This design comes from an exercise in tuning for small area on the open sky130 flow, not from production work. At most, simulation tests tie the RTL to the original design; equivalence was not proved. For runs 1 to 3, only the layout was checked, not whether the RTL still works. Power figures rest on the tool's default switching activity, not on a simulated workload.

==> design/flow/design.v <==
`timescale 1ns / 10ps
module sap1_top (
    input  wire        clk,
    input  wire        btnC,
    input  wire        btnR,
    input  wire        btnL,
    input  wire [15:0] sw,
    output wire        sclk,
    output wire        mosi,
    output wire        cs_n,
    output reg  [6:0]  seg,
    output wire [3:0]  an,
    output wire [15:0] led
);
  localparam [2:0] IDLE = 3'd0, SELECT_PROG = 3'd1, INPUT_A = 3'd2, INPUT_B = 3'd3,
                   WRITE_RAM = 3'd4, EXECUTE = 3'd5, WRITE_WAIT = 3'd6;
  reg [3:0] rcnt;
  always @(posedge clk)
    if (btnC) rcnt <= 4'b0111;
    else rcnt <= {rcnt[2:0], rcnt[3] & rcnt[2]};
  wire rst = (rcnt != 4'd0);
  reg [5:0] q;
  reg       run;
  always @(posedge clk)
    if (rst) begin
      q   <= 6'd0;
      run <= 1'b0;
    end else begin
      q <= q + 6'd1;
      if (q[4:0] == 5'd31) run <= 1'b1;
    end
  wire       halt;
  wire       tick     = run & ~halt;
  wire       pe       = tick & (q[4:0] == 5'd0);
  wire       ne       = tick & (q[4:0] == 5'd16);
  wire       spi_evt  = tick & (q[4:0] == 5'd5);
  wire       sap1_clk = tick & ~q[4];
  localparam [15:0] BT_FB = 16'd61583;
  reg       rl, ll;
  reg [3:0] rr, lr;
  reg       rs, ls, rf, lf, rlat, llat;
  reg [1:0] rsy, lsy;
  always @(posedge clk)
    if (rst) begin
      rl <= 1'b0; rr <= 4'd15; rs <= 1'b0; rf <= 1'b0; rlat <= 1'b0; rsy <= 2'b00;
      ll <= 1'b0; lr <= 4'd15; ls <= 1'b0; lf <= 1'b0; llat <= 1'b0; lsy <= 2'b00;
    end else begin
      rl <= btnR;
      rr <= (btnR != rl) ? 4'b1110 : {rr[2:0], BT_FB[rr]};
      if (rr == 4'd15) rs <= rl;
      rf <= rs & ~rf;
      if (rs & ~rf) rlat <= 1'b1;
      else if (rsy[1]) rlat <= 1'b0;
      if (pe) rsy <= {rsy[0], rlat};
      ll <= btnL;
      lr <= (btnL != ll) ? 4'b1110 : {lr[2:0], BT_FB[lr]};
      if (lr == 4'd15) ls <= ll;
      lf <= ls & ~lf;
      if (ls & ~lf) llat <= 1'b1;
      else if (lsy[1]) llat <= 1'b0;
      if (pe) lsy <= {lsy[0], llat};
    end
  wire bR = rsy[1] & ~rsy[0];
  wire bL = lsy[1] & ~lsy[0];
  localparam [15:0] SW_FB = 16'd35059;
  wire [15:0] sst;
  genvar gi;
  generate
    for (gi = 0; gi < 16; gi = gi + 1) begin : g_sw
      if (gi < 8 || gi > 12) begin : g_used
        reg       sy, st;
        reg [4:0] c;
        wire      fb = SW_FB[{c[4], c[3], c[2], c[0]}];
        always @(posedge clk)
          if (rst) begin
            sy <= 1'b0;
            c  <= 5'b00001;
            st <= 1'b0;
          end else begin
            sy <= sw[gi];
            c  <= (sw[gi] != sy) ? 5'b00000 : {c[3:0], fb};
            if (&c) st <= sy;
          end
        assign sst[gi] = st;
      end else begin : g_unused
        assign sst[gi] = 1'b0;
      end
    end
  endgenerate
  reg [2:0] ist;
  reg [2:0] wc;
  reg       wen;
  reg       psng, psub;
  reg [3:0] song;
  reg [7:0] inA, inB, m15;
  wire      ex = (ist == EXECUTE);
  wire      wr_last = (wc == (psng ? 3'd2 : 3'd7));
  always @(posedge clk)
    if (rst) begin
      ist <= IDLE;
      wen <= 1'b0;
    end else if (pe) begin
      case (ist)
        IDLE: if (bR) ist <= SELECT_PROG;
        SELECT_PROG: begin
          if (bR) begin
            if (sst[13]) begin
              ist  <= WRITE_RAM;
              wen  <= 1'b1;
            end else begin
              ist  <= INPUT_A;
            end
          end
          if (bL) ist <= IDLE;
        end
        INPUT_A: begin
          if (bR) ist <= INPUT_B;
          if (bL) ist <= SELECT_PROG;
        end
        INPUT_B: begin
          if (bR) begin
            ist <= WRITE_RAM;
            wen <= 1'b1;
          end
          if (bL) ist <= INPUT_A;
        end
        WRITE_RAM: begin
          if (wr_last) begin
            wen <= 1'b0;
            ist <= EXECUTE;
          end else begin
            wen <= 1'b1;
            ist <= WRITE_WAIT;
          end
        end
        WRITE_WAIT: begin
          wen <= 1'b0;
          ist <= WRITE_RAM;
        end
        EXECUTE: begin
          if (!halt && bL) begin
            ist <= IDLE;
            wen <= 1'b0;
          end
        end
        default: begin
          ist <= IDLE;
          wen <= 1'b0;
        end
      endcase
    end
  always @(posedge clk)
    if (cv) begin
      inB      <= {cv_t[2:0], cv_u[3], cv_u[2:0], acc[8]};
      m15[2:0] <= {cv_h[1:0], cv_t[3]};
    end else if (pe) begin
      if (ist == SELECT_PROG && bR) begin
        psng <= sst[13];
        if (sst[13]) song <= sst[5:2];
        else psub <= (sst[15:14] == 2'b10);
      end
      if (ist == INPUT_A && bR) inA <= sst[7:0];
      if (ist == INPUT_B && bR && !bL) begin
        inB <= sst[7:0];
        m15 <= inA;
      end
      if (ist == WRITE_RAM) wc <= wc + 3'd1;
      else if (ist != WRITE_WAIT) wc <= 3'd0;
    end
  reg [2:0] cst;    
  reg [2:0] pc;
  reg [2:0] opc;    
  reg [3:0] opr;
  reg [7:0] ra, rb;
  reg [8:0] acc;
  reg       udf;
  wire op_lda = ~opc[2] & (opc[1:0] == 2'd0);
  wire op_add = ~opc[2] & (opc[1:0] == 2'd1);
  wire op_sub = ~opc[2] & (opc[1:0] == 2'd2);
  wire op_sng = ~opc[2] & (opc[1:0] == 2'd3);
  wire op_hlt =  opc[2] & (opc[1:0] == 2'd3);
  wire op_as  = op_add | op_sub;
  assign halt = ex & (cst == 3'd3) & op_hlt;
  wire ir_load  = ex & (cst == 3'd2);
  wire a_load   = ex & (cst == 3'd4) & op_lda;
  wire b_load   = ex & (cst == 3'd4) & op_as;
  wire acc_load = ex & (cst == 3'd5) & op_as;
  wire sng_en   = ex & (cst == 3'd3) & op_sng;
  reg [7:0] ins;
  always @(*) begin
    case (pc)
      3'd1:    ins = psng ? {4'h3, song} : 8'h0F;
      3'd2:    ins = psng ? 8'hF0 : (psub ? 8'h2E : 8'h1E);
      3'd3:    ins = 8'hE0;
      3'd4:    ins = 8'h30;
      default: ins = 8'hF0;
    endcase
  end
  wire [7:0] bx  = rb ^ {8{op_sub}};
  wire [8:0] sum = {1'b0, ra} + {1'b0, bx} + {8'd0, op_sub};
  wire       neg = op_sub & ~sum[8];
  wire [7:0] mag = neg ? (~sum[7:0] + 8'd1) : sum[7:0];
  wire       pre_halt = ex & (cst == 3'd2) & op_hlt;
  wire       cv  = pre_halt & ~q[4] & (q[3:0] != 4'd0) & (q[3:0] <= 4'd9);
  wire       cv0 = (q[3:0] == 4'd1);
  wire [3:0] cv_u = cv0 ? 4'd0 : add3(inB[3:0]);
  wire [3:0] cv_t = cv0 ? 4'd0 : add3(inB[7:4]);
  wire [2:0] cv_h = cv0 ? 3'd0 : m15[2:0];
  always @(posedge clk)
    if (rst) cst <= 3'd0;
    else if (ne && ex) cst <= (cst == 3'd5) ? 3'd0 : cst + 3'd1;
  always @(posedge clk)
    if (rst) begin
      pc <= 3'd0; opc <= 3'd0; opr <= 4'd0; ra <= 8'd0; rb <= 8'd0;
      acc <= 9'd0; udf <= 1'b0;
    end else if (pe && ex) begin
      case (cst)
        3'd1: pc <= pc + 3'd1;
        3'd2: begin
          opc <= {ins[7], ins[5:4]};
          opr <= ins[3:0];
        end
        3'd4: begin
          if (op_lda) ra <= m15;
          if (op_as) rb <= inB;
        end
        3'd5: begin
          if (op_as) begin
            acc <= {~op_sub & sum[8], mag};
            udf <= neg;
          end
        end
        default: ;
      endcase
    end else if (cv) acc <= {acc[7:0], 1'b0};
  reg [5:0]  bc;     
  reg        sck;
  reg [35:0] snap;
  wire       sending = ~&bc;
  wire [39:0] word = {snap[35:20], snap[19:12], snap[11], 1'b0, snap[10], 1'b0,
                      1'b0, snap[9:7], 1'b0, snap[6:0]};
  always @(posedge clk)
    if (!sending && q[4:2] == 3'b011)
      snap <= {ra, rb, acc[7:0], sng_en, udf, pc, opr, cst};
  always @(posedge clk)
    if (rst) begin
      bc   <= 6'd63;
      sck  <= 1'b0;
    end else begin
      if (!sending) begin
        if (spi_evt && ex) bc <= 6'd40;
      end else if (q[0]) begin
        sck <= ~sck;
        if (!sck) bc <= bc - 6'd1;
      end
    end
  assign sclk = sck;
  assign cs_n = ~sending;
  assign mosi = (bc < 6'd40) ? word[bc] : 1'b0;
  localparam [6:0] SEG_I = 7'b0110000, SEG_D = 7'b1011110, SEG_L = 7'b0111000,
                   SEG_E = 7'b1111001, SEG_S = 7'b1101101, SEG_A = 7'b1110111,
                   SEG_B = 7'b1111100, SEG_X = 7'b1110110, SEG_C = 7'b0111001,
                   SEG_MINUS = 7'b1000000, SEG_OFF = 7'b0000000;
  function [6:0] seg7;
    input [3:0] d;
    begin
      case (d)
        4'h0: seg7 = 7'b0111111;
        4'h1: seg7 = 7'b0000110;
        4'h2: seg7 = 7'b1011011;
        4'h3: seg7 = 7'b1001111;
        4'h4: seg7 = 7'b1100110;
        4'h5: seg7 = 7'b1101101;
        4'h6: seg7 = 7'b1111101;
        4'h7: seg7 = 7'b0000111;
        4'h8: seg7 = 7'b1111111;
        default: seg7 = 7'b1101111;
      endcase
    end
  endfunction
  function [3:0] add3;
    input [3:0] d;
    begin
      case (d)
        4'd5: add3 = 4'd8;
        4'd6: add3 = 4'd9;
        4'd7: add3 = 4'd10;
        4'd8: add3 = 4'd11;
        4'd9: add3 = 4'd12;
        default: add3 = d;
      endcase
    end
  endfunction
  wire [10:0] bcd = {m15[2:0], inB};
  wire        ge100 = (bcd[10:8] != 3'd0);
  wire        ge10  = ge100 | (bcd[7:4] != 4'd0);
  wire [1:0] ds = q[5:4] + {1'b0, |q[3:0]};
  reg  [1:0] dsp;
  wire [3:0] nib = ds[1] ? {1'b0, bcd[10:8]} : ds[0] ? bcd[7:4] : bcd[3:0];
  wire [6:0] num = seg7(nib);
  wire       shown = (ds == 2'd0) | ((ds == 2'd1) & (udf | ge10)) | ((ds == 2'd2) & (udf | ge100));
  reg  [6:0] txt;
  always @(*) begin
    case (ist)
      IDLE:        txt = (ds == 2'd3) ? SEG_I : (ds == 2'd2) ? SEG_D : (ds == 2'd1) ? SEG_L : SEG_E;
      SELECT_PROG: txt = (ds == 2'd3) ? SEG_S : (ds == 2'd2) ? SEG_E : (ds == 2'd1) ? SEG_L : SEG_OFF;
      INPUT_A:     txt = (ds == 2'd0) ? SEG_A : SEG_OFF;
      INPUT_B:     txt = (ds == 2'd0) ? SEG_B : SEG_OFF;
      EXECUTE:     txt = (ds == 2'd3) ? SEG_E : (ds == 2'd2) ? SEG_X : (ds == 2'd1) ? SEG_E : SEG_C;
      default:     txt = SEG_OFF;
    endcase
  end
  wire [6:0] dig = rst ? SEG_OFF :
                   ~halt ? txt :
                   shown ? num :
                   ((ds == 2'd3) & udf) ? SEG_MINUS : SEG_OFF;
  always @(posedge clk) begin
    dsp <= ds;
    seg <= ~dig;
  end
  assign an = ~(4'b0001 << dsp);
  assign led = {2'b00, 1'b0, ir_load, opc[1:0], ex, bR, acc_load, a_load, b_load,
                wen, halt, sap1_clk, ist[1:0]};
endmodule
==> design/flow/run.sh <==
#!/bin/bash
# synth_recipe.tcl (not shown) runs the flow's synth.tcl, then flattens the netlist and writes it again
# the make line also repeats each setting of config.mk as NAME=value (left out here)
make -C /OpenROAD-flow-scripts/flow DESIGN_CONFIG=/design/flow/config.mk WORK_HOME=/design/flow/orfs CLKGATE_MAP_FILE= SYNTH_SCRIPT=/design/flow/synth_recipe.tcl finish
==> design/flow/config.mk <==
export PLATFORM = sky130hd
export DESIGN_NAME = sap1_top
export DESIGN_NICKNAME = sap1_top
export VERILOG_FILES = /design/flow/design.v
export SDC_FILE = /design/flow/constraint.sdc
export NUM_CORES = 4
export LEC_CHECK = 0
export ABC_AREA = 0
export CAP_MARGIN = 20
export CORE_MARGIN = 2
export CORE_UTILIZATION = 40
export CTS_BUF_LIST = sky130_fd_sc_hd__clkbuf_8
export CTS_CLUSTER_DIAMETER = 60
export CTS_CLUSTER_SIZE = 12
export SLEW_MARGIN = 20
==> design/flow/constraint.sdc <==
create_clock -name core_clock -period 15.0 [get_ports {clk}]
set_input_delay 3.0000 -clock core_clock [delete_from_list [all_inputs] [get_ports {clk}]]
set_output_delay 3.0000 -clock core_clock [all_outputs]
set_load 0.01 [all_outputs]
==> results.ini, run 1 <==
[place]
dp_cells = 1375
io_buffers = 41
place_congestion = 0.8231
dp_hpwl_mm = 15.76

[layout]
nNetsFinal = 1123
n_fill_cell = 2529
layout-drive-gt1-share_pct = 6.308
stdcell_count = 1413
area_delta_synth_final_pct = 9.210
diodes = 0

[worst_setup_path]
crit_required_ns = 12.00
cpPeakStageDelay_ns = 0.88
crit_chain = nand3b_4 -> or4_4 -> nor3b_1 -> clkdlybuf4s50_1
critical-path-slowest-cell = dfxtp_1
worstSetupPathType = flip-flop to primary output
arrival_ns = 3.34
cp-end-kind = primary output
worstPathMaxFanout = 26
start_kind = flip-flop

[synth]
ys.flop_type = dfxtp_1
yosysWarnings = 1
ys_ff_latch = 236
syn_area_sq_mm = 0.01061
avgSynthCellArea_sq_um = 10.04
synth.distinct_cells = 72
syn_inst = 1057
ys_seq_area_share_pct = 51.04
ys_async_sr_fraction_pct = 0
synth_edf_count = 69

[min_path]
min_path_type = flip-flop to flip-flop

[drt]
routedWlPerCell_um = 15.71
vias = 7426
drtAntennaViolNets = 0
vias_per_cell = 5.255
drc = 0
wirelength_mm = 22.19
drt_pass1_iterations = 7
drtIter0Drc = 403

[floorplan]
dieArea_sq_mm = 0.02784
die_w_um = 166.9
coreArea_sq_mm = 0.02606
ios = 50
rows = 59
die_h_um = 166.9
start_util_pct = 40.72

[status]
status = no timing/DRC/antenna violations

[global_routing]
grt_pass1_wl_mm = 36.99
grt_usage_pct = 16.03
antenna_found_initial = 0
grt_max_degree = 55
grt_pass1_vias = 7146
grt_overflow = 0

[clocking]
ctsHoldBuffers = 0
clk_latency_ns = 0.56
clock_sinks = 236
cts-htree-levels = 1
cts-buffers-inserted = 24
root_buffer = clkbuf_8
cts.clk_slew.worst_paths_ns = 0.08
postCtsSetupBuffers = 0
cts_tree = built
clockBufferDepth = 3
post_cts_resized = 0

[timing]
tns_ns = 0
max-slew-margin-rel_pct = 27.60
min_period_ns = 6.342
clock.fmax_mhz = 157.7
fin_crit_sh_pct = 42.28
worst_pin_slew_ns = 1.086
clock-skew-final_ns = 0.03226
rsz0062_at_grt = false
finalMaxSlewViolations = 0
hold_viol_final = 0
setup-violations-final = 0

[power]
ir_drop_v = 0.00006814
p_leak_nw = 4.291
power.density_mw_per_mm2 = 90.22
total_power_mw = 1.045

[flow_run]
drv_cap = 0

state kept, by name (all words and copies together), names as in the netlist, 9 cells and up:
signal	cells
acc	9
g_sw.g_used.sy	11
g_sw.g_used.st	11
g_sw.g_used.c	55
snap	36
cell usage in the layout, fill, tap and decap left out, drive strengths merged, types with 5 or more instances in the layout:
master / instances
or4: 7
mux2i: 44
nor2b: 8
a31oi: 5
mux4: 8
clkdlybuf4s50: 41
nor4: 7
o31ai: 5
nand4: 7
and3: 15
o21ai: 61
or2: 9
a211oi: 9
a22o: 7
clkbuf: 24
inv: 55
a311oi: 7
o21a: 5
a21oi: 57
xor2: 26
a21o: 7
nand2: 57
edfxtp: 69
ha: 36
nand3: 33
nand2b: 14
nor3: 29
and2: 50
buf: 5
nor2: 120
o211ai: 7
xnor2: 14
dfxtp: 167
metrics by stage:
step           setup WS, ns  area (sq um)  hold slack, ns  util (%)
2_1_floorplan         10.16         10620          0.4003         -
3_3_place_gp          9.299         11170          0.4026     42.85
3_5_place_dp          9.282         11170          0.4045     42.85
4_1_cts               8.675         11590          0.4178     44.47
5_1_grt               8.497         11590          0.4257     44.47
6_report              8.658         11590          0.4217     44.47
cell usage after synthesis, types with 3 or more instances:
cell,count,area [sq um]
a211oi_1,8,60.06
a21o_1,7,52.55
a21oi_1,57,285.3
a22o_1,7,61.31
a311oi_1,7,61.31
a31oi_1,5,31.28
and2_1,50,312.8
and3_1,15,93.84
and3b_1,3,26.28
buf_2,5,25.02
buf_4,17,127.6
clkbuf_1,39,146.4
dfxtp_1,167,3343
edfxtp_1,69,2072
ha_1,36,450.4
inv_1,41,153.9
mux2_2,4,45.04
mux2i_1,44,440.4
mux4_2,8,180.2
nand2_1,57,214.0
nand2b_1,14,87.58
nand3_1,33,165.2
nand3b_1,3,22.52
nand4_1,7,43.79
nor2_1,118,442.9
nor2b_1,8,50.05
nor3_1,27,135.1
nor3b_1,4,30.03
nor4_1,7,43.79
o2111ai_1,3,26.28
o211ai_1,7,52.55
o21a_1,4,30.03
o21ai_0,60,300.3
o221ai_1,3,26.28
o22a_1,3,26.28
o22ai_1,4,25.02
o31ai_1,5,37.54
o41ai_1,3,26.28
or2_2,9,56.30
or3_1,3,18.77
or4_1,5,37.54
xnor2_1,14,122.6
xor2_1,26,227.7
critical path, delay by kind of cell, from the launching register on:
kind | cells | cell delay (ns)
flops | 1 | 0.88
buf+inv | 1 | 0.63
simple gates | 3 | 1.29
per-layer routing:
| metal | up-vias | routed length, um | track usage, % |
|---|---|---|---|
| met2 | 167 | 10220 | 26.62 |
| met5 | - | 0 | 0 |
| met4 | 0 | 567 | 4.123 |
| met3 | 39 | 1010 | 2.258 |
| met1 | 3481 | 10390 | 22.05 |
| li1 | 3739 | - | - |
cells by family (layout without fill, tap and decap cells):
family	Yosys count	count (layout)	synth area share, %
xor+xnor	40	40	3.302
fa+ha+maj	37	37	4.434
other cells	1	3	0.03534
flops	236	236	51.04
compound gates	204	204	12.18
buf+inv	107	126	4.587
simple gates	376	376	18.15
mux	56	56	6.274
final timing paths:
path | slack [ns] | end | startpoint | cells past startpoint
max | 8.66 | led[5] | ist[2]$_SDFFE_PP0P_ | 4
min | 0.42 | m15[7]$_DFFE_PP_ | inA[7]$_DFFE_PP_ | 0
max reg2reg | 11.21 | seg[0]$_DFF_P_ | q[0]$_SDFF_PP0_ | 13
min reg2reg | 0.42 | m15[7]$_DFFE_PP_ | inA[7]$_DFFE_PP_ | 0
cell type report:
cell class / instances / area [sq um] / area share [%]
Inverter: 42 / 157.7 / 1.361
Timing Repair Buffer: 46 / 447.9 / 3.866
Clock inverter: 14 / 91.34 / 0.7882
Tap cell: 335 / 419.2 / 3.617
Clock buffer: 24 / 330.3 / 2.851
Multi-Input combinational cell: 716 / 4726 / 40.78
Sequential cell: 236 / 5415 / 46.73
power by group:
part	switching, mW	leakage, nW	internal [mW]	total [mW]
Sequential	0.000606	1.89	0.652	0.653
Combinational	0.00329	2.14	0.00458	0.00787
Clock	0.217	0.253	0.167	0.385
==> run 2, diff against run 1 <==
--- a/design/flow/design.v
+++ b/design/flow/design.v
@@ -23,18 +23,18 @@
   reg       run;
   always @(posedge clk)
     if (rst) begin
-      q   <= 6'd0;
+      q   <= 6'd15;
       run <= 1'b0;
     end else begin
       q <= q + 6'd1;
-      if (q[4:0] == 5'd31) run <= 1'b1;
+      if (q[4:0] == 5'd14) run <= 1'b1;
     end
   wire       halt;
   wire       tick     = run & ~halt;
-  wire       pe       = tick & (q[4:0] == 5'd0);
-  wire       ne       = tick & (q[4:0] == 5'd16);
-  wire       spi_evt  = tick & (q[4:0] == 5'd5);
-  wire       sap1_clk = tick & ~q[4];
+  wire       pe       = tick & (q[4:0] == 5'd15);
+  wire       ne       = tick & (q[4:0] == 5'd31);
+  wire       spi_evt  = tick & (q[4:0] == 5'd20);
+  wire       sap1_clk = tick & (q[4] ^ (q[3:0] == 4'd15));
   localparam [15:0] BT_FB = 16'd61583;
   reg       rl, ll;
   reg [3:0] rr, lr;
@@ -201,8 +201,8 @@
   wire       neg = op_sub & ~sum[8];
   wire [7:0] mag = neg ? (~sum[7:0] + 8'd1) : sum[7:0];
   wire       pre_halt = ex & (cst == 3'd2) & op_hlt;
-  wire       cv  = pre_halt & ~q[4] & (q[3:0] != 4'd0) & (q[3:0] <= 4'd9);
-  wire       cv0 = (q[3:0] == 4'd1);
+  wire       cv  = pre_halt & q[4] & (~q[3] | (q[2:0] == 3'd0));
+  wire       cv0 = (q[3:0] == 4'd0);
   wire [3:0] cv_u = cv0 ? 4'd0 : add3(inB[3:0]);
   wire [3:0] cv_t = cv0 ? 4'd0 : add3(inB[7:4]);
   wire [2:0] cv_h = cv0 ? 3'd0 : m15[2:0];
@@ -240,7 +240,7 @@
   wire [39:0] word = {snap[35:20], snap[19:12], snap[11], 1'b0, snap[10], 1'b0,
                       1'b0, snap[9:7], 1'b0, snap[6:0]};
   always @(posedge clk)
-    if (!sending && q[4:2] == 3'b011)
+    if (!sending && q[4:2] == 3'b110)
       snap <= {ra, rb, acc[7:0], sng_en, udf, pc, opr, cst};
   always @(posedge clk)
     if (rst) begin
@@ -249,7 +249,7 @@
     end else begin
       if (!sending) begin
         if (spi_evt && ex) bc <= 6'd40;
-      end else if (q[0]) begin
+      end else if (!q[0]) begin
         sck <= ~sck;
         if (!sck) bc <= bc - 6'd1;
       end
@@ -294,7 +294,7 @@
   wire [10:0] bcd = {m15[2:0], inB};
   wire        ge100 = (bcd[10:8] != 3'd0);
   wire        ge10  = ge100 | (bcd[7:4] != 4'd0);
-  wire [1:0] ds = q[5:4] + {1'b0, |q[3:0]};
+  wire [1:0] ds = q[5:4];
   reg  [1:0] dsp;
   wire [3:0] nib = ds[1] ? {1'b0, bcd[10:8]} : ds[0] ? bcd[7:4] : bcd[3:0];
   wire [6:0] num = seg7(nib);
==> results.ini, run 2 <==
[status]
status = no timing/DRC/antenna violations  ; unchanged

[worst_setup_path]
path_delay_family = flip-flops  ; was simple AND/OR/NAND/NOR gates
cp-end-kind = primary output  ; unchanged
critical-path-slowest-cell = dfxtp_1  ; unchanged
crit_chain = mux4_2 -> nor2b_1 -> a311oi_1 -> nor3_1 -> a22oi_1 -> a2bb2oi_1 -> o21ai_0 -> clkdlybuf4s50_1  ; was nand3b_4 -> or4_4 -> nor3b_1 -> clkdlybuf4s50_1
cpPeakStageDelay_ns = 0.77  ; was 0.88 ns
arrival_ns = 3.38  ; was 3.34 ns
worstPathMaxFanout = 13  ; was 26
r2r_setup_slack_ns = 11.32  ; was 11.21 ns
timing.rr.end = acc[6]$_SDFFE_PP0P_  ; was seg[0]$_DFF_P_
r2r_cells = 10  ; was 13
crit_required_ns = 12.00  ; about the same
crit_buf_inv = 1  ; unchanged
worstSetupPathType = flip-flop to primary output  ; unchanged
r2r_start = opc[1]$_SDFFE_PP0P_  ; was q[0]$_SDFF_PP0_
start_kind = flip-flop  ; unchanged

[min_path]
min_from = inA[3]$_DFFE_PP_  ; was inA[7]$_DFFE_PP_
worstHoldPathCells = 0  ; unchanged
min_path_type = flip-flop to flip-flop  ; unchanged
holdPathEnd = m15[3]$_DFFE_PP_  ; was m15[7]$_DFFE_PP_

[synth]
synth-compound-area-share_pct = 12.12  ; was 12.18%
synthAdderAreaFrac_pct = 4.237  ; was 4.434%
yosys.area_share.simple_pct = 18.79  ; was 18.15%
yosysMostFrequentCell = dfxtp_1  ; unchanged
syn_inst = 1051  ; was 1057
synth_common_cells = dfxtp_1 (167), nor2_1 (118), nand2_1 (78)  ; was dfxtp_1 (167), nor2_1 (118), edfxtp_1 (69)
synth.distinct_cells = 82  ; was 72
yosysTopAreaCell = dfxtp_1  ; unchanged
synth_xor_xnor_area_share_pct = 3.416  ; was 3.302%
avgSynthCellArea_sq_um = 10.00  ; was 10.04 sq um
synth_mux_area_share_pct = 5.451  ; was 6.274%
yosys.area.top_type_share_pct = 31.80  ; was 31.51%
ys.flop_type = dfxtp_1  ; unchanged
syn_area_sq_mm = 0.01051  ; was 0.01061 sq mm
synth_top_family_by_area = simple AND/OR/NAND/NOR gates  ; unchanged
synth_area_leaders = dfxtp_1 (32%), edfxtp_1 (20%), nor2_1 (4.2%)  ; was dfxtp_1 (32%), edfxtp_1 (20%), ha_1 (4.2%)
yosysWarnings = 1  ; unchanged
ys_ff_latch = 236  ; unchanged
ys_async_sr_fraction_pct = 0  ; unchanged
synth_edf_count = 69  ; unchanged
ys_seq_area_share_pct = 51.51  ; was 51.04%

[timing]
whs_ns = 0.4168  ; was 0.4217 ns
setup-violations-final = 0  ; unchanged
fin_crit_sh_pct = 42.51  ; was 42.28%
max-slew-margin-rel_pct = 33.72  ; was 27.60%
clock-skew-final_ns = 0.01495  ; was 0.03226 ns
finalMaxSlewViolations = 0  ; unchanged
min_period_ns = 6.377  ; was 6.342 ns
clock.fmax_mhz = 156.8  ; was 157.7 MHz
rsz0062_at_grt = false  ; unchanged
worst_pin_slew_ns = 0.9942  ; was 1.086 ns
hold_viol_final = 0  ; unchanged
tns_ns = 0  ; unchanged
layout_setup_ws_ns = 8.623  ; was 8.658 ns

[place]
place_congestion = 0.8533  ; was 0.8231
dp_slack_ns = 9.153  ; was 9.282 ns
io_buffers = 41  ; unchanged
dp_hpwl_mm = 15.37  ; was 15.76 mm
place_area_sq_mm = 0.01109  ; was 0.01117 sq mm

[layout]
layout-drive-gt1-share_pct = 7.742  ; was 6.308%
largest_reg_flops = 55  ; unchanged
mostFrequentLayoutCell = dfxtp_1  ; unchanged
area_delta_synth_final_pct = 10.15  ; was 9.210%
diodes = 0  ; unchanged
finish.instance_area_sq_mm = 0.01158  ; was 0.01159 sq mm
nNetsFinal = 1125  ; was 1123
final_cell_mix = dfxtp_1 (167), nor2_1 (118), nand2_1 (78)  ; was dfxtp_1 (167), nor2_1 (118), edfxtp_1 (69)
reg.largest.list = g_sw.g_used.c x55, snap x36  ; unchanged
max_flop_register = g_sw.g_used.c  ; unchanged

[clocking]
post_cts_resized = 0  ; unchanged
cts-buffers-inserted = 26  ; was 24
clock_sinks = 236  ; unchanged
postCtsSetupBuffers = 0  ; unchanged
cts.clk_slew.worst_paths_ns = 0.08  ; about the same
ctsHoldBuffers = 0  ; unchanged
cts-htree-levels = 1  ; unchanged
cts_tree = built  ; unchanged
clockBufferDepth = 3  ; unchanged
root_buffer = clkbuf_8  ; unchanged
clk_latency_ns = 0.55  ; was 0.56 ns

[floorplan]
coreArea_sq_mm = 0.02591  ; was 0.02606 sq mm
die_w_um = 166.1  ; was 166.9 um
rows = 59  ; unchanged
ios = 50  ; unchanged
die_h_um = 166.1  ; was 166.9 um
dieArea_sq_mm = 0.02759  ; was 0.02784 sq mm
start_util_pct = 40.57  ; was 40.72%

[drt]
met3WireLength_um = 982  ; was 1.010 mm
top_layer = met4  ; unchanged
drtAntennaViolNets = 0  ; unchanged
met2RoutedLength_mm = 9.638  ; was 10.22 mm
drt_pass1_iterations = 5  ; was 7
wirelength_mm = 21.64  ; was 22.19 mm
drc = 0  ; unchanged
vias_per_cell = 5.146  ; was 5.255
vias = 7308  ; was 7426
met1Wirelength_mm = 10.40  ; was 10.39 mm
routedWlPerCell_um = 15.24  ; was 15.71 um
drtIter0Drc = 303  ; was 403

[global_routing]
grt_pass1_vias = 6895  ; was 7146
grt_pass1_wl_mm = 35.69  ; was 36.99 mm
antenna_found_initial = 0  ; unchanged
grt_max_degree = 88  ; was 55
grt_usage_pct = 15.59  ; was 16.03%
grt_overflow = 0  ; unchanged

[power]
power.density_mw_per_mm2 = 92.68  ; was 90.22 mW/mm^2
ir_drop_v = 0.00005944  ; was 0.00006814 V
p_leak_nw = 4.455  ; was 4.291 nW

[flow_run]
drv_cap = 0  ; unchanged

==> run 2: cell types whose count changed after synthesis, sizes merged, moves of 4 or more <==
cell    delta
a22o       -7
a311oi     -4
clkbuf    -13
mux2i      -7
nand2     +21
o21ai      +6
or4        -5
==> run 2: how the worst max path moves through the flow <==
stage	start	endpoint	slack, ns	depth (start not counted)
floorplan	bc[0]$_SDFFE_PP1P_	mosi	10.21	7
global placement	bc[0]$_SDFFE_PP1P_	mosi	9.18	8
detailed placement	bc[0]$_SDFFE_PP1P_	mosi	9.15	8
CTS	bc[0]$_SDFFE_PP1P_	mosi	8.54	8
global route	bc[0]$_SDFFE_PP1P_	mosi	8.38	8
finish	bc[0]$_SDFFE_PP1P_	mosi	8.62	8
==> run 2: report_power, final <==
part / total (mW) / switching [mW] / leakage [nW] / internal [mW]
clock network: 0.413 / 0.225 / 0.280 / 0.188
logic: 0.00802 / 0.00338 / 2.21 / 0.00464
registers: 0.653 / 0.000596 / 1.97 / 0.652
total: 1.07 / 0.229 / 4.45 / 0.845
==> run 2: layout make-up <==
| class | instances | area (sq um) |
|---|---|---|
| well taps | 335 | 419.2 |
| clock buffers | 27 | 371.6 |
| inverters | 44 | 167.7 |
| flip-flops and latches | 236 | 5415 |
| fillers | 2452 | 14330 |
| repair buffers | 44 | 432.9 |
| multi-input cells | 718 | 4657 |
| clock inverters | 16 | 116.4 |
==> run 2: kinds of logic after synthesis <==
| family | Yosys count |
|---|---|
| buffers and inverters | 99 |
| adders and majority gates | 35 |
| other | 1 |
| and+or+nand+nor | 392 |
| xor gates and xnor gates | 41 |
| DFF | 236 |
| muxes | 48 |
| AOI/OAI and AO/OA | 199 |
==> run 2: routing by layer <==
layer / vias up / track usage [%]
met4: 0 / 5.104
met2: 162 / 24.43
met3: 43 / 2.836
met1: 3397 / 21.86
li1: 3706 / -
met5: - / 0
==> run 2: stage by stage <==
| stage | cells | utilization, % | total power [mW] |
|---|---|---|---|
| after detailed placement | 1377 | 42.81 | 0.6757 |
| final | 1420 | 44.69 | 1.073 |
| after global routing | 1420 | 44.69 | 1.115 |
| after floorplan | 1053 | - | 0.6710 |
| after CTS | 1420 | 44.69 | 1.092 |
| after global placement | 1377 | 42.81 | 0.6757 |
==> run 3, diff against run 2 <==
--- a/design/flow/config.mk
+++ b/design/flow/config.mk
@@ -5,7 +5,7 @@
 export SDC_FILE = /design/flow/constraint.sdc
 export NUM_CORES = 4
 export LEC_CHECK = 0
-export ABC_AREA = 0
+export ABC_AREA = 1
 export CAP_MARGIN = 20
 export CORE_MARGIN = 2
 export CORE_UTILIZATION = 40
==> results.ini, run 3 <==
[worst_setup_path]
worstPathMaxFanout = 20  ; was 13
worstSetupPathType = flip-flop to primary output  ; unchanged
cp-end-kind = primary output  ; unchanged
startpoint = bc[0]$_SDFFE_PP1P_  ; unchanged
crit_required_ns = 12.00  ; about the same
cpPeakStageDelay_ns = 0.73  ; was 0.77 ns
critical-path-slowest-cell = dfxtp_1  ; unchanged
r2r_start = opc[1]$_SDFFE_PP0P_  ; unchanged
start_kind = flip-flop  ; unchanged
crit_chain = inv_1 -> o21ai_0 -> nand2_1 -> o21ai_0 -> nand2_1 -> nand3_1 -> o311ai_0 -> nand2_1 -> nand2_1 -> nand2_1 -> nand2_1 -> clkdlybuf4s50_1  ; was mux4_2 -> nor2b_1 -> a311oi_1 -> nor3_1 -> a22oi_1 -> a2bb2oi_1 -> o21ai_0 -> clkdlybuf4s50_1
arrival_ns = 3.18  ; was 3.38 ns
crit_top_cell = nand2_1

[timing]
rsz0062_at_grt = false  ; unchanged
worst_pin_slew_ns = 0.8628  ; was 0.9942 ns
setup-violations-final = 0  ; unchanged
layout_setup_ws_ns = 8.819  ; was 8.623 ns
tns_ns = 0  ; unchanged
min_period_ns = 6.181  ; was 6.377 ns
hold_viol_final = 0  ; unchanged
clock.fmax_mhz = 161.8  ; was 156.8 MHz
fin_crit_sh_pct = 41.21  ; was 42.51%
finalMaxSlewViolations = 0  ; unchanged
max-slew-margin-rel_pct = 42.13  ; was 33.72%
clock-skew-final_ns = 0.01586  ; was 0.01495 ns

[synth]
yosys.area.top_type_share_pct = 31.56  ; was 31.80%
avgSynthCellArea_sq_um = 8.537  ; was 10.00 sq um
yosysWarnings = 1  ; unchanged
ys.flop_type = dfxtp_1  ; unchanged
yosysMostFrequentCell = nand2_1  ; was dfxtp_1
ys_seq_area_share_pct = 51.12  ; was 51.51%
syn_inst = 1241  ; was 1051
ys_ff_latch = 236  ; unchanged
ys_async_sr_fraction_pct = 0  ; unchanged
synth_edf_count = 69  ; unchanged
synth.distinct_cells = 58  ; was 82
syn_area_sq_mm = 0.01059  ; was 0.01051 sq mm
synth_common_cells = nand2_1 (188), inv_1 (175), nor2_1 (170)  ; was dfxtp_1 (167), nor2_1 (118), nand2_1 (78)
synth_area_leaders = dfxtp_1 (32%), edfxtp_1 (20%), nand2_1 (6.7%)  ; was dfxtp_1 (32%), edfxtp_1 (20%), nor2_1 (4.2%)
yosysTopAreaCell = dfxtp_1  ; unchanged

[drt]
vias_per_cell = 4.973  ; was 5.146
drc = 0  ; unchanged
wirelength_mm = 22.65  ; was 21.64 mm
drt_pass1_iterations = 5  ; unchanged
vias = 8051  ; was 7308
routedWlPerCell_um = 13.99  ; was 15.24 um
drtAntennaViolNets = 0  ; unchanged
drtIter0Drc = 454  ; was 303

[clocking]
clockBufferDepth = 3  ; unchanged
postCtsSetupBuffers = 0  ; unchanged
ctsHoldBuffers = 0  ; unchanged
cts_tree = built  ; unchanged
clk_latency_ns = 0.55  ; about the same
root_buffer = clkbuf_8  ; unchanged
post_cts_resized = 0  ; unchanged
cts-htree-levels = 1  ; unchanged
clock_sinks = 236  ; unchanged
cts.clk_slew.worst_paths_ns = 0.08  ; about the same
cts-buffers-inserted = 24  ; was 26

[layout]
mostFrequentLayoutCell = nand2_1  ; was dfxtp_1
final_cell_mix = nand2_1 (188), inv_1 (186), nor2_1 (170)  ; was dfxtp_1 (167), nor2_1 (118), nand2_1 (78)
layout-drive-gt1-share_pct = 6.075  ; was 7.742%
diodes = 0  ; unchanged
seq_area_sq_mm = 0.005415  ; unchanged
nNetsFinal = 1325  ; was 1125
area_delta_synth_final_pct = 9.815  ; was 10.15%
n_fill_cell = 2558  ; was 2452
stdcell_count = 1619  ; was 1420
multi_input_area_sq_mm = 0.004245  ; was 0.004657 sq mm
max_flop_register = g_sw.g_used.c  ; unchanged
largest_reg_flops = 55  ; unchanged
reg.largest.list = g_sw.g_used.c x55, snap x36  ; unchanged

[min_path]
min_path_type = flip-flop to flip-flop  ; unchanged
min_from = g_sw[13].g_used.c[1]$_SDFF_PP0_  ; was inA[3]$_DFFE_PP_

[place]
dp_hpwl_mm = 16.35  ; was 15.37 mm
dp_slack_ns = 9.404  ; was 9.153 ns
io_buffers = 41  ; unchanged
dp_cells = 1579  ; was 1377
place_congestion = 0.8585  ; was 0.8533

[global_routing]
grt_pass1_wl_mm = 37.03  ; was 35.69 mm
antenna_found_initial = 0  ; unchanged
grt_max_degree = 76  ; was 88
grt_usage_pct = 16.11  ; was 15.59%
grt_pass1_vias = 7480  ; was 6895
grt_overflow = 0  ; unchanged

[status]
status = no timing/DRC/antenna violations  ; unchanged

[floorplan]
die_w_um = 166.7  ; was 166.1 um
die_h_um = 166.7  ; was 166.1 um
ios = 50  ; unchanged
coreArea_sq_mm = 0.02606  ; was 0.02591 sq mm
rows = 59  ; unchanged
start_util_pct = 40.65  ; was 40.57%
dieArea_sq_mm = 0.02780  ; was 0.02759 sq mm

[flow_run]
drv_cap = 0  ; unchanged

[power]
power.density_mw_per_mm2 = 89.24  ; was 92.68 mW/mm^2
ir_drop_v = 0.00006423  ; was 0.00005944 V
total_power_mw = 1.038  ; was 1.073 mW
p_leak_nw = 4.735  ; was 4.455 nW

[run 3: cell count changes after synthesis, moves of 11 or more]
cell	before	now
nor2_1	118	170
inv_1	43	175
o311ai_0	0	14
nand2_1	78	188
a21oi_1	59	70
mux2i_1	37	0
xor2_1	25	5
nand3_1	32	50
and3_1	17	0
and2_1	50	0
o21ai_0	64	98
nand2b_1	15	0
[run 3: layout make-up]
cell class | count | area share, %
sequential | 236 | 46.55
tap | 335 | 3.603
multi-input combinational | 780 | 36.49
clock inverter | 14 | 0.5162
clock buffer | 26 | 3.076
inverter | 184 | 6.044
timing repair buffer | 44 | 3.721
[run 3: stage by stage]
step / instance area, sq um / hold slack, ns / util, %
after detailed placement: 11220 / 0.4045 / 43.04
after CTS: 11630 / 0.4242 / 44.64
after global placement: 11220 / 0.4051 / 43.04
after global routing: 11630 / 0.4284 / 44.64
final: 11630 / 0.4226 / 44.64
after floorplan: 10600 / 0.3936 / -
[run 3: critical path: cells and delay by family, from the launching register on]
family                 cells  cell delay, ns
buffers and inverters      2            0.94
flip-flops                 1            0.73
AO/OA/AOI/OAI              3            0.51
AND/OR/NAND/NOR            7            0.44
[run 3: worst paths after layout]
| check | endpoint | slack [ns] | depth (start not counted) |
|---|---|---|---|
| worst min-delay path | g_sw[13].g_used.c[2]$_SDFF_PP0_ | 0.42 | 2 |
| worst max register to register | acc[4]$_SDFFE_PP0P_ | 11.76 | 12 |
| worst max-delay path | mosi | 8.82 | 12 |
| worst min register to register | g_sw[13].g_used.c[2]$_SDFF_PP0_ | 0.42 | 2 |
[run 3: per-layer routing]
layer / wire (um) / share of wire [%] / track usage [%] / vias to the layer above
li1: - / - / - / 4136
met1: 11000 / 49 / 22.03 / 3693
met2: 10040 / 44 / 26.48 / 181
met3: 1067 / 4.7 / 2.662 / 41
met4: 537 / 2.4 / 4.423 / 0
met5: 0 / 0 / 0 / -
[run 3: cell families (layout without fill, tap and decap cells)]
family                     Yosys count  after routing  synth area share (%)
AOI/OAI and AO/OA                  248            248                 14.04
xor gates and xnor gates            26             26                 2.150
adders and majority gates           35             35                 4.205
buffers and inverters              227            268                 8.988
DFF                                236            236                 51.12
other                                1              3               0.03540
and+or+nand+nor                    468            468                 19.46
[run 3: report_power, final]
| part | total [mW] | leakage (nW) | internal, mW | switching, mW |
|---|---|---|---|---|
| sequential | 0.653 | 1.98 | 0.652 | 0.000503 |
| combinational | 0.00968 | 2.50 | 0.00564 | 0.00404 |
| clock | 0.376 | 0.254 | 0.160 | 0.216 |
| total | 1.04 | 4.74 | 0.817 | 0.221 |
==> run 4, diff against run 3 <==
--- a/design/flow/design.v
+++ b/design/flow/design.v
@@ -94,6 +94,7 @@
   reg [3:0] song;
   reg [7:0] inA, inB, m15;
   wire      ex = (ist == EXECUTE);
+  wire      snap_ld;
   wire      wr_last = (wc == (psng ? 3'd2 : 3'd7));
   always @(posedge clk)
     if (rst) begin
@@ -153,17 +154,20 @@
     if (cv) begin
       inB      <= {cv_t[2:0], cv_u[3], cv_u[2:0], acc[8]};
       m15[2:0] <= {cv_h[1:0], cv_t[3]};
-    end else if (pe) begin
+    end else if (pe && ist == INPUT_B && bR && !bL) begin
+      inB <= sst[7:0];
+      m15 <= inA;
+    end
+  always @(posedge clk)
+    if (snap_ld) inA <= ra;
+    else if (pe && ist == INPUT_A && bR) inA <= sst[7:0];
+  always @(posedge clk)
+    if (pe) begin
       if (ist == SELECT_PROG && bR) begin
         psng <= sst[13];
         if (sst[13]) song <= sst[5:2];
         else psub <= (sst[15:14] == 2'b10);
       end
-      if (ist == INPUT_A && bR) inA <= sst[7:0];
-      if (ist == INPUT_B && bR && !bL) begin
-        inB <= sst[7:0];
-        m15 <= inA;
-      end
       if (ist == WRITE_RAM) wc <= wc + 3'd1;
       else if (ist != WRITE_WAIT) wc <= 3'd0;
     end
@@ -235,13 +239,14 @@
     end else if (cv) acc <= {acc[7:0], 1'b0};
   reg [5:0]  bc;     
   reg        sck;
-  reg [35:0] snap;
+  reg [27:0] snap;
   wire       sending = ~&bc;
-  wire [39:0] word = {snap[35:20], snap[19:12], snap[11], 1'b0, snap[10], 1'b0,
+  assign snap_ld = ~sending & (q[4:2] == 3'b110) & (ist != INPUT_B);
+  wire [39:0] word = {inA, snap[27:12], snap[11], 1'b0, snap[10], 1'b0,
                       1'b0, snap[9:7], 1'b0, snap[6:0]};
   always @(posedge clk)
-    if (!sending && q[4:2] == 3'b110)
-      snap <= {ra, rb, acc[7:0], sng_en, udf, pc, opr, cst};
+    if (snap_ld)
+      snap <= {rb, acc[7:0], sng_en, udf, pc, opr, cst};
   always @(posedge clk)
     if (rst) begin
       bc   <= 6'd63;
--- a/design/flow/config.mk
+++ b/design/flow/config.mk
@@ -5,7 +5,6 @@
 export SDC_FILE = /design/flow/constraint.sdc
 export NUM_CORES = 4
 export LEC_CHECK = 0
-export ABC_AREA = 1
 export CAP_MARGIN = 20
 export CORE_MARGIN = 2
 export CORE_UTILIZATION = 40
==> results.ini, run 4 <==
[synth]
yosysWarnings = 1  ; unchanged
avgSynthCellArea_sq_um = 9.561  ; was 8.537 sq um
synth_top_family_by_area = simple AND/OR/NAND/NOR gates  ; unchanged
yosysTopAreaCell = dfxtp_1  ; unchanged
synth-compound-area-share_pct = 11.80  ; was 14.04%
yosys.area.top_type_share_pct = 32.65  ; was 31.56%
ys.flop_type = dfxtp_1  ; unchanged
synthAdderAreaFrac_pct = 4.350  ; was 4.205%
synth_xor_xnor_area_share_pct = 3.397  ; was 2.150%
synth_common_cells = dfxtp_1 (167), nand2_1 (110), nor2_1 (94)  ; was nand2_1 (188), inv_1 (175), nor2_1 (170)
synth.distinct_cells = 69  ; was 58
synth_mux_area_share_pct = 5.340  ; was 0%
yosys.area_share.simple_pct = 20.06  ; was 19.46%
ys_ff_latch = 228  ; was 236
ys_async_sr_fraction_pct = 0  ; unchanged
syn_area_sq_mm = 0.01024  ; was 0.01059 sq mm
ys_seq_area_share_pct = 50.54  ; was 51.12%
synth_edf_count = 61  ; was 69
synth_area_leaders = dfxtp_1 (33%), edfxtp_1 (18%), ha_1 (4.2%)  ; was dfxtp_1 (32%), edfxtp_1 (20%), nand2_1 (6.7%)
yosysMostFrequentCell = dfxtp_1  ; was nand2_1
syn_inst = 1071  ; was 1241

[clocking]
cts.clk_slew.worst_paths_ns = 0.09  ; was 0.08 ns
clk_latency_ns = 0.55  ; about the same
post_cts_resized = 0  ; unchanged
cts_tree = built  ; unchanged
postCtsSetupBuffers = 0  ; unchanged
cts-buffers-inserted = 24  ; unchanged
root_buffer = clkbuf_8  ; unchanged
clock_sinks = 228  ; was 236
cts-htree-levels = 1  ; unchanged
ctsHoldBuffers = 0  ; unchanged
clockBufferDepth = 3  ; unchanged

[flow_run]
drv_cap = 0  ; unchanged

[global_routing]
grt_pass1_wl_mm = 36.26  ; was 37.03 mm
antenna_found_initial = 0  ; unchanged
grt_usage_pct = 16.80  ; was 16.11%
grt_max_degree = 67  ; was 76
grt_pass1_vias = 7004  ; was 7480
grt_overflow = 0  ; unchanged

[layout]
reg.largest.list = g_sw.g_used.c x55, snap x28  ; was g_sw.g_used.c x55, snap x36
mostFrequentLayoutCell = dfxtp_1  ; was nand2_1
stdcell_count = 1432  ; was 1619
n_fill_cell = 2443  ; was 2558
diodes = 0  ; unchanged
finish.instance_area_sq_mm = 0.01130  ; was 0.01163 sq mm
nNetsFinal = 1143  ; was 1325
largest_reg_flops = 55  ; unchanged
final_cell_mix = dfxtp_1 (167), nand2_1 (110), nor2_1 (94)  ; was nand2_1 (188), inv_1 (186), nor2_1 (170)
area_delta_synth_final_pct = 10.35  ; was 9.815%
max_flop_register = g_sw.g_used.c  ; unchanged
layout-drive-gt1-share_pct = 6.624  ; was 6.075%

[timing]
worst_pin_slew_ns = 0.8441  ; was 0.8628 ns
max-slew-margin-rel_pct = 42.94  ; was 42.13%
whs_ns = 0.4504  ; was 0.4226 ns
clock-skew-final_ns = 0.01842  ; was 0.01586 ns
clock.fmax_mhz = 145.6  ; was 161.8 MHz
hold_viol_final = 0  ; unchanged
setup-violations-final = 0  ; unchanged
fin_crit_sh_pct = 45.78  ; was 41.21%
layout_setup_ws_ns = 8.133  ; was 8.819 ns
finalMaxSlewViolations = 0  ; unchanged
min_period_ns = 6.867  ; was 6.181 ns
rsz0062_at_grt = false  ; unchanged
tns_ns = 0  ; unchanged

[power]
ir_drop_v = 0.00006363  ; was 0.00006423 V
p_leak_nw = 4.305  ; was 4.735 nW
power.density_mw_per_mm2 = 91.53  ; was 89.24 mW/mm^2

[drt]
drtIter0Drc = 484  ; was 454
drtAntennaViolNets = 0  ; unchanged
vias_per_cell = 5.149  ; was 4.973
drc = 0  ; unchanged
wirelength_mm = 21.92  ; was 22.65 mm
vias = 7373  ; was 8051
drt_pass1_iterations = 5  ; unchanged
routedWlPerCell_um = 15.31  ; was 13.99 um

[min_path]
min_path_type = flip-flop to flip-flop  ; unchanged

[floorplan]
die_w_um = 164  ; was 166.7 um
die_h_um = 164  ; was 166.7 um
dieArea_sq_mm = 0.02690  ; was 0.02780 sq mm
coreArea_sq_mm = 0.02518  ; was 0.02606 sq mm
rows = 58  ; was 59
start_util_pct = 40.66  ; was 40.65%
ios = 50  ; unchanged

[worst_setup_path]
arrival_ns = 3.87  ; was 3.18 ns
crit_required_ns = 12.00  ; about the same
start_kind = flip-flop  ; unchanged
worstPathMaxFanout = 26  ; was 20
cp-end-kind = primary output  ; unchanged
worstSetupPathType = flip-flop to primary output  ; unchanged

[place]
place_congestion = 0.8829  ; was 0.8585
io_buffers = 41  ; unchanged
dp_slack_ns = 8.797  ; was 9.404 ns
dp_cells = 1392  ; was 1579
place_area_sq_mm = 0.01084  ; was 0.01122 sq mm
dp_hpwl_mm = 15.71  ; was 16.35 mm

[status]
status = no timing/DRC/antenna violations  ; unchanged

-- run 4: cell count changes in the layout (fill, tap and decap cells not counted), moves of 21 or more --
cell	before	now
and2_1	0	50
inv_1	186	50
mux2i_1	0	31
nand2_1	188	110
nor2_1	170	94
nor3_1	13	34
o21ai_0	98	72
-- run 4: cells by family after synthesis --
kind of cell | after synthesis
buf+inv | 102
compound gates | 206
mux | 44
simple gates | 417
fa+ha+maj | 35
flops | 228
xor+xnor | 38
other cells | 1
-- run 4: final cells by class --
| cell class | instances | area, sq um | area share, % |
|---|---|---|---|
| Timing Repair Buffer | 49 | 470.5 | 4.163 |
| Inverter | 42 | 157.7 | 1.395 |
| Multi-Input combinational cell | 743 | 4622 | 40.90 |
| Sequential cell | 228 | 5175 | 45.80 |
| Clock buffer | 27 | 371.6 | 3.289 |
| Tap cell | 330 | 412.9 | 3.654 |
| Clock inverter | 13 | 90.09 | 0.7973 |
-- run 4: where the power goes --
part           internal, mW  switching (mW)  leakage [nW]
clock network         0.184           0.214         0.269
registers             0.628        0.000610          2.00
logic               0.00464         0.00337          2.03
total                 0.816           0.218          4.30
-- run 4: worst max-delay path, stage by stage (launching register included) --
cell and delay [ns]:
dfxtp_1 0.81, nand3b_1 0.54, inv_1 0.40, nand3_1 0.20, nor3_2 0.69, clkdlybuf4s50_1 0.67
-- run 4: path summary, 6_finish.rpt --
| check | slack [ns] | endpoint | cells past startpoint | start |
|---|---|---|---|---|
| max | 8.13 | led[5] | 5 | ist[2]$_SDFFE_PP0P_ |
| max reg2reg | 11.51 | acc[6]$_SDFFE_PP0P_ | 10 | opc[1]$_SDFFE_PP0P_ |
| min | 0.45 | snap[6]$_DFFE_PP_ | 0 | opr[3]$_SDFFE_PP0P_ |
| min reg2reg | 0.45 | snap[6]$_DFFE_PP_ | 0 | opr[3]$_SDFFE_PP0P_ |
-- run 4: through the flow --
stage,util (%),power (mW)
3_3_place_gp,43.04,0.6510
4_1_cts,44.87,1.049
2_1_floorplan,-,0.6463
5_1_grt,44.87,1.077
6_report,44.87,1.034
3_5_place_dp,43.04,0.6510
-- run 4: metal layers --
layer  routed length (um)  vias to the layer above  track usage (%)
met3                 1138                       42            2.879
met1                10400                     3440            22.70
li1                     -                     3742                -
met2                 9936                      149            27.86
met4                  452                        0            4.585
met5                    0                        -                0
==> run 5, diff against run 4 <==
==> design/flow/flow/run.sh (new file) <==
#!/bin/bash
# Standard layout, with the smallest buffer on the ports.
set -euo pipefail
bash standard.sh BUFFER_PORTS_ARGS="-buffer_cell sky130_fd_sc_hd__buf_1" finish > make_flow.log 2>&1
==> design/flow/standard.sh (new file) <==
#!/bin/bash
# synth_recipe.tcl (not shown) runs the flow's synth.tcl, then flattens the netlist and writes it again
# the make line also repeats each setting of config.mk as NAME=value (left out here)
make -C /OpenROAD-flow-scripts/flow DESIGN_CONFIG=/design/flow/config.mk WORK_HOME=/design/flow/orfs CLKGATE_MAP_FILE= SYNTH_SCRIPT=/design/flow/synth_recipe.tcl "${@:-finish}"
removed: design/flow/run.sh
==> results.ini, run 5 <==
[drt]
drc = 0  ; unchanged
wirelength_mm = 22.05  ; was 21.92 mm
vias_per_cell = 5.190  ; was 5.149
drt_pass1_iterations = 4  ; was 5
routedWlPerCell_um = 15.39  ; was 15.31 um
vias = 7437  ; was 7373
drtIter0Drc = 392  ; was 484
drtAntennaViolNets = 0  ; unchanged

[synth]
synthAdderAreaFrac_pct = 4.350  ; unchanged
ys_async_sr_fraction_pct = 0  ; unchanged
synth-compound-area-share_pct = 11.80  ; unchanged
yosysWarnings = 1  ; unchanged
synth_common_cells = dfxtp_1 (167), nand2_1 (110), nor2_1 (94)  ; unchanged
ys_ff_latch = 228  ; unchanged
synth_mux_area_share_pct = 5.340  ; unchanged
synth_xor_xnor_area_share_pct = 3.397  ; unchanged
syn_inst = 1071  ; unchanged
yosys.area.top_type_share_pct = 32.65  ; unchanged
yosys.area_share.simple_pct = 20.06  ; unchanged
ys_seq_area_share_pct = 50.54  ; unchanged
synth.distinct_cells = 69  ; unchanged
synth_edf_count = 61  ; unchanged
yosysTopAreaCell = dfxtp_1  ; unchanged
yosysMostFrequentCell = dfxtp_1  ; unchanged
syn_area_sq_mm = 0.01024  ; unchanged
avgSynthCellArea_sq_um = 9.561  ; unchanged
synth_area_leaders = dfxtp_1 (33%), edfxtp_1 (18%), ha_1 (4.2%)  ; unchanged
ys.flop_type = dfxtp_1  ; unchanged
synth_top_family_by_area = simple AND/OR/NAND/NOR gates  ; unchanged

[floorplan]
die_h_um = 164  ; unchanged
dieArea_sq_mm = 0.02690  ; unchanged
ios = 50  ; unchanged
start_util_pct = 40.66  ; unchanged
die_w_um = 164  ; unchanged
coreArea_sq_mm = 0.02518  ; unchanged
rows = 58  ; unchanged

[timing]
worst_pin_slew_ns = 0.9547  ; was 0.8441 ns
fin_crit_sh_pct = 43.03  ; was 45.78%
clock.fmax_mhz = 154.9  ; was 145.6 MHz
setup-violations-final = 0  ; unchanged
rsz0062_at_grt = false  ; unchanged
tns_ns = 0  ; unchanged
max-slew-margin-rel_pct = 36.35  ; was 42.94%
finalMaxSlewViolations = 0  ; unchanged
hold_viol_final = 0  ; unchanged
clock-skew-final_ns = 0.01609  ; was 0.01842 ns
min_period_ns = 6.454  ; was 6.867 ns

[power]
p_int_uw = 789.2  ; was 816.1 uW
combPwrFrac_pct = 0.5  ; was 0.8%
power.density_mw_per_mm2 = 92.19  ; was 91.53 mW/mm^2
ir_drop_v = 0.00007338  ; was 0.00006363 V
p_sw_share_pct = 22.25  ; was 21.10%
power_frac_seq_pct = 61.9  ; was 60.8%
pwr-share-clk_pct = 37.5  ; was 38.5%
switchingPower_uw = 225.9  ; was 218.2 uW
p_leak_nw = 4.183  ; was 4.305 nW

[clocking]
postCtsSetupBuffers = 0  ; unchanged
root_buffer = clkbuf_8  ; unchanged
clk_latency_ns = 0.57  ; was 0.55 ns
cts.clk_slew.worst_paths_ns = 0.08  ; was 0.09 ns
cts-buffers-inserted = 25  ; was 24
clock_sinks = 228  ; unchanged
clockBufferDepth = 3  ; unchanged
ctsHoldBuffers = 0  ; unchanged
cts-htree-levels = 1  ; unchanged
cts_tree = built  ; unchanged
post_cts_resized = 0  ; unchanged

[worst_setup_path]
arrival_ns = 3.45  ; was 3.87 ns
cpPeakStageDelay_ns = 0.83  ; was 0.81 ns
worstSetupPathType = flip-flop to primary output  ; unchanged
worstPathMaxFanout = 26  ; unchanged
crit_chain = nand3b_1 -> inv_1 -> nand3_1 -> nor3_2 -> buf_1  ; was nand3b_1 -> inv_1 -> nand3_1 -> nor3_2 -> clkdlybuf4s50_1
start_kind = flip-flop  ; unchanged
cp-end-kind = primary output  ; unchanged
critical-path-slowest-cell = dfxtp_1  ; unchanged
crit_required_ns = 12.00  ; about the same
r2r_cells = 10  ; unchanged
r2r_setup_slack_ns = 11.45  ; was 11.51 ns

[global_routing]
antenna_found_initial = 1  ; was 0
grt_overflow = 0  ; unchanged
grt_pass1_vias = 6936  ; was 7004
grt_pass1_wl_mm = 35.65  ; was 36.26 mm
grt_usage_pct = 16.60  ; was 16.80%
grt_max_degree = 46  ; was 67

[place]
dp_hpwl_mm = 15.79  ; was 15.71 mm
place_congestion = 0.8945  ; was 0.8829
io_buffers = 41  ; unchanged

[layout]
largest_reg_flops = 55  ; unchanged
mostFrequentLayoutCell = dfxtp_1  ; unchanged
layout-drive-gt1-share_pct = 6.890  ; was 6.624%
final_cell_mix = dfxtp_1 (167), nand2_1 (110), nor2_1 (94)  ; unchanged
reg.largest.list = g_sw.g_used.c x55, snap x28  ; unchanged
max_flop_register = g_sw.g_used.c  ; unchanged
post-route-util_pct = 43.72  ; was 44.87%
area_delta_synth_final_pct = 7.527  ; was 10.35%
diodes = 0  ; unchanged
nNetsFinal = 1144  ; was 1143

[min_path]
worstHoldPathCells = 0  ; unchanged
min_path_type = flip-flop to flip-flop  ; unchanged

[flow_run]
drv_cap = 0  ; unchanged

[status]
status = no timing/DRC/antenna violations  ; unchanged

-- run 5: power by group through the flow --
stage	clock network [mW]	registers, mW	logic, mW
2_1_floorplan	0	0.643	0.00367
3_3_place_gp	0	0.643	0.00563
3_5_place_dp	0	0.643	0.00567
4_1_cts	0.395	0.628	0.00571
5_1_grt	0.422	0.629	0.00655
6_report	0.381	0.629	0.00557
-- run 5: per-layer routing --
metal / vias up / global-route usage [%] / routed length, um
li1: 3737 / - / -
met1: 3508 / 22.71 / 10420
met2: 157 / 27.01 / 10000
met3: 33 / 3.106 / 1158
met4: 2 / 4.545 / 451
met5: - / 0 / 13
-- run 5: final cells by class --
cell class / count / area [sq um]
multi-input cells: 743 / 4622
well taps: 330 / 412.9
inverters: 42 / 157.7
clock inverters: 16 / 85.08
repair buffers: 49 / 214.0
clock buffers: 25 / 344.1
flip-flops and latches: 228 / 5175
fillers: 2477 / 14170
-- run 5: cell families after synthesis --
logic type,Yosys count
AO/OA/AOI/OAI,206
AND/OR/NAND/NOR,417
buffers and inverters,102
other,1
XOR/XNOR,38
flip-flops,228
adder cells (fa/ha/maj),35
multiplexers,44
-- run 5: final timing paths --
| path | from | to |
|---|---|---|
| setup reg to reg | opc[1]$_SDFFE_PP0P_ | acc[6]$_SDFFE_PP0P_ |
| setup / recovery | ist[2]$_SDFFE_PP0P_ | led[5] |
| hold reg to reg | opr[3]$_SDFFE_PP0P_ | snap[6]$_DFFE_PP_ |
| hold / removal | opr[3]$_SDFFE_PP0P_ | snap[6]$_DFFE_PP_ |
-- run 5: critical path: cells and delay by family (launching register included) --
family                 cells  cell delay [ns]
flip-flops                 1             0.83
AND/OR/NAND/NOR            3             1.38
buffers and inverters      2             0.66
-- run 5: per-stage QoR --
stage | setup WS (ns) | cell area [sq um] | cells | total power, mW | hold slack (ns)
CTS | 8.579 | 11010 | 1433 | 1.029 | 0.4395
finish | 8.546 | 11010 | 1433 | 1.015 | 0.4369
global route | 8.298 | 11010 | 1433 | 1.057 | 0.4533
detailed placement | 9.224 | 10580 | 1392 | 0.6486 | 0.4231
global placement | 9.261 | 10580 | 1392 | 0.6485 | 0.4203
floorplan | 10.13 | 10250 | 1073 | 0.6463 | 0.3861
==> run 6, diff against run 5 <==
==> design/flow/flow/run.sh (replaced) <==
#!/bin/bash
# Standard layout, with the smallest buffer on the ports and without the
# half/full adder extraction step of synthesis (abc maps the adders).
set -euo pipefail
bash standard.sh BUFFER_PORTS_ARGS="-buffer_cell sky130_fd_sc_hd__buf_1" ADDER_MAP_FILE= finish > make_flow.log 2>&1
==> results.ini, run 6 <==
[clocking]
ctsHoldBuffers = 0  ; unchanged
clock_sinks = 228  ; unchanged
cts-buffers-inserted = 24  ; was 25
post_cts_resized = 0  ; unchanged
cts.clk_slew.worst_paths_ns = 0.08  ; about the same
clk_latency_ns = 0.54  ; was 0.57 ns
cts-htree-levels = 1  ; unchanged
cts_tree = built  ; unchanged
postCtsSetupBuffers = 0  ; unchanged
root_buffer = clkbuf_8  ; unchanged
clockBufferDepth = 3  ; unchanged

[synth]
synthAdderAreaFrac_pct = 0.2875  ; was 4.350%
syn_area_sq_mm = 0.01044  ; was 0.01024 sq mm
ys_ff_latch = 228  ; unchanged
avgSynthCellArea_sq_um = 9.529  ; was 9.561 sq um
synth-compound-area-share_pct = 13.49  ; was 11.80%
synth_edf_count = 61  ; unchanged
yosys.area_share.simple_pct = 19.90  ; was 20.06%
yosysTopAreaCell = dfxtp_1  ; unchanged
synth_area_leaders = dfxtp_1 (32%), edfxtp_1 (18%), nor2_1 (4.7%)  ; was dfxtp_1 (33%), edfxtp_1 (18%), ha_1 (4.2%)
syn_inst = 1096  ; was 1071
ys_async_sr_fraction_pct = 0  ; unchanged
ys.flop_type = dfxtp_1  ; unchanged
yosysWarnings = 1  ; unchanged
synth_mux_area_share_pct = 6.637  ; was 5.340%
synth_top_family_by_area = simple AND/OR/NAND/NOR gates  ; unchanged
synth.distinct_cells = 76  ; was 69
ys_seq_area_share_pct = 49.55  ; was 50.54%
synth_xor_xnor_area_share_pct = 5.355  ; was 3.397%
yosys.area.top_type_share_pct = 32.01  ; was 32.65%
synth_common_cells = dfxtp_1 (167), nor2_1 (132), nand2_1 (74)  ; was dfxtp_1 (167), nand2_1 (110), nor2_1 (94)
yosysMostFrequentCell = dfxtp_1  ; unchanged

[timing]
tns_ns = 0  ; unchanged
clock.fmax_mhz = 161.0  ; was 154.9 MHz
whs_ns = 0.4377  ; was 0.4369 ns
min_period_ns = 6.210  ; was 6.454 ns
layout_setup_ws_ns = 8.790  ; was 8.546 ns
max-slew-margin-rel_pct = 28.64  ; was 36.35%
worst_pin_slew_ns = 1.066  ; was 0.9547 ns
setup-violations-final = 0  ; unchanged
finalMaxSlewViolations = 0  ; unchanged
fin_crit_sh_pct = 41.40  ; was 43.03%
hold_viol_final = 0  ; unchanged
rsz0062_at_grt = false  ; unchanged
clock-skew-final_ns = 0.02058  ; was 0.01609 ns

[drt]
wirelength_mm = 23.07  ; was 22.05 mm
routedWlPerCell_um = 15.98  ; was 15.39 um
vias_per_cell = 5.335  ; was 5.190
vias = 7699  ; was 7437
drtAntennaViolNets = 0  ; unchanged
drtIter0Drc = 447  ; was 392
drt_pass1_iterations = 5  ; was 4
drc = 0  ; unchanged

[global_routing]
grt_pass1_wl_mm = 37.44  ; was 35.65 mm
antenna_found_initial = 0  ; was 1
grt_max_degree = 58  ; was 46
grt_overflow = 0  ; unchanged
grt_usage_pct = 17.15  ; was 16.60%
grt_pass1_vias = 7244  ; was 6936

[min_path]
min_from = opr[3]$_SDFFE_PP0P_  ; unchanged
worstHoldPathCells = 0  ; unchanged
min_path_type = flip-flop to flip-flop  ; unchanged
holdPathEnd = snap[6]$_DFFE_PP_  ; unchanged

[flow_run]
drv_cap = 0  ; unchanged

[layout]
largest_reg_flops = 55  ; unchanged
finish.instance_area_sq_mm = 0.01121  ; was 0.01101 sq mm
layout-drive-gt1-share_pct = 7.491  ; was 6.890%
n_fill_cell = 2579  ; was 2477
reg.largest.list = g_sw.g_used.c x55, snap x28  ; unchanged
nNetsFinal = 1114  ; was 1144
area_delta_synth_final_pct = 7.296  ; was 7.527%
final_cell_mix = dfxtp_1 (167), nor2_1 (131), nand2_1 (74)  ; was dfxtp_1 (167), nand2_1 (110), nor2_1 (94)
max_flop_register = g_sw.g_used.c  ; unchanged
mostFrequentLayoutCell = dfxtp_1  ; unchanged
diodes = 0  ; unchanged
seq_area_sq_mm = 0.005175  ; unchanged
multi_input_area_sq_mm = 0.004817  ; was 0.004622 sq mm

[status]
status = no timing/DRC/antenna violations  ; unchanged

[worst_setup_path]
worstPathMaxFanout = 17  ; was 26
r2r_start = ist[1]$_SDFFE_PP0P_  ; was opc[1]$_SDFFE_PP0P_
arrival_ns = 3.21  ; was 3.45 ns
r2r_setup_slack_ns = 10.54  ; was 11.45 ns
crit_required_ns = 12.00  ; about the same
worstSetupPathType = flip-flop to primary output  ; unchanged
start_kind = flip-flop  ; unchanged
cp-end-kind = primary output  ; unchanged
r2r_cells = 11  ; was 10
timing.rr.end = acc[1]$_SDFFE_PP0P_  ; was acc[6]$_SDFFE_PP0P_

[power]
ir_drop_v = 0.00007241  ; was 0.00007338 V
p_leak_nw = 4.234  ; was 4.183 nW
power.density_mw_per_mm2 = 92.70  ; was 92.19 mW/mm^2
total_power_mw = 1.039  ; was 1.015 mW

[place]
dp_hpwl_mm = 16.12  ; was 15.79 mm
dp_slack_ns = 9.379  ; was 9.224 ns
io_buffers = 41  ; unchanged
place_congestion = 0.8069  ; was 0.8945
place_area_sq_mm = 0.01073  ; was 0.01058 sq mm

[floorplan]
ios = 50  ; unchanged
coreArea_sq_mm = 0.02584  ; was 0.02518 sq mm
die_w_um = 165.6  ; was 164 um
rows = 59  ; was 58
start_util_pct = 40.42  ; was 40.66%
dieArea_sq_mm = 0.02742  ; was 0.02690 sq mm
die_h_um = 165.6  ; was 164 um

run 6: cell types whose count changed after synthesis, moves of 13 or more:
cell,before,now
xnor2_1,13,32
o21ai_0,72,55
ha_1,34,0
nand2_1,110,74
nor2_1,94,132
clkbuf_1,33,46
run 6: cell families (layout without fill, tap and decap cells):
logic type	after synthesis	count (layout)
AO/OA/AOI/OAI	219	219
XOR/XNOR	60	60
adder cells (fa/ha/maj)	3	3
buffers and inverters	109	119
flip-flops	228	228
multiplexers	58	58
other	1	3
AND/OR/NAND/NOR	418	418
run 6: layout make-up:
| class | count | area share (%) |
|---|---|---|
| Multi-Input combinational cell | 761 | 42.99 |
| Clock inverter | 14 | 1.050 |
| Sequential cell | 228 | 46.18 |
| Timing Repair Buffer | 47 | 1.775 |
| Inverter | 32 | 1.072 |
| Tap cell | 335 | 3.741 |
| Clock buffer | 26 | 3.193 |
run 6: stage by stage:
step,utilization (%),cells
after global placement,41.53,1403
after floorplan,-,1098
final,43.37,1443
after global routing,43.37,1443
after CTS,43.37,1443
after detailed placement,41.53,1403
run 6: critical path, stage by stage, from the launching register on:
cell and delay (ns):
dfxtp_1 0.68, nor2b_1 0.35, nand2_1 0.26, inv_1 0.33
nand4_1 0.45, nand2_1 0.38, nor2_1 0.09, buf_1 0.13
run 6: layer usage:
| metal | vias to the layer above | part of all wire, % | GRT usage, % |
|---|---|---|---|
| li1 | 3833 | - | - |
| met3 | 34 | 4.9 | 2.522 |
| met5 | - | 0 | 0 |
| met1 | 3676 | 45 | 22.96 |
| met4 | 0 | 2.4 | 5.329 |
| met2 | 156 | 47 | 28.67 |
run 6: worst max path at each step:
stage / startpoint / slack [ns] / depth (start not counted) / endpoint
2_1_floorplan: bc[0]$_SDFFE_PP1P_ / 9.98 / 5 / mosi
3_3_place_gp: ist[0]$_SDFFE_PP0P_ / 9.45 / 7 / led[2]
3_5_place_dp: ist[0]$_SDFFE_PP0P_ / 9.38 / 7 / led[2]
4_1_cts: ist[0]$_SDFFE_PP0P_ / 8.80 / 7 / led[2]
5_1_grt: ist[0]$_SDFFE_PP0P_ / 8.50 / 7 / led[2]
6_report: ist[0]$_SDFFE_PP0P_ / 8.79 / 7 / led[2]
run 6: where the power goes:
| group | internal, mW | switching (mW) |
|---|---|---|
| Sequential | 0.628 | 0.000662 |
| Combinational | 0.00216 | 0.00331 |
| Clock | 0.195 | 0.209 |
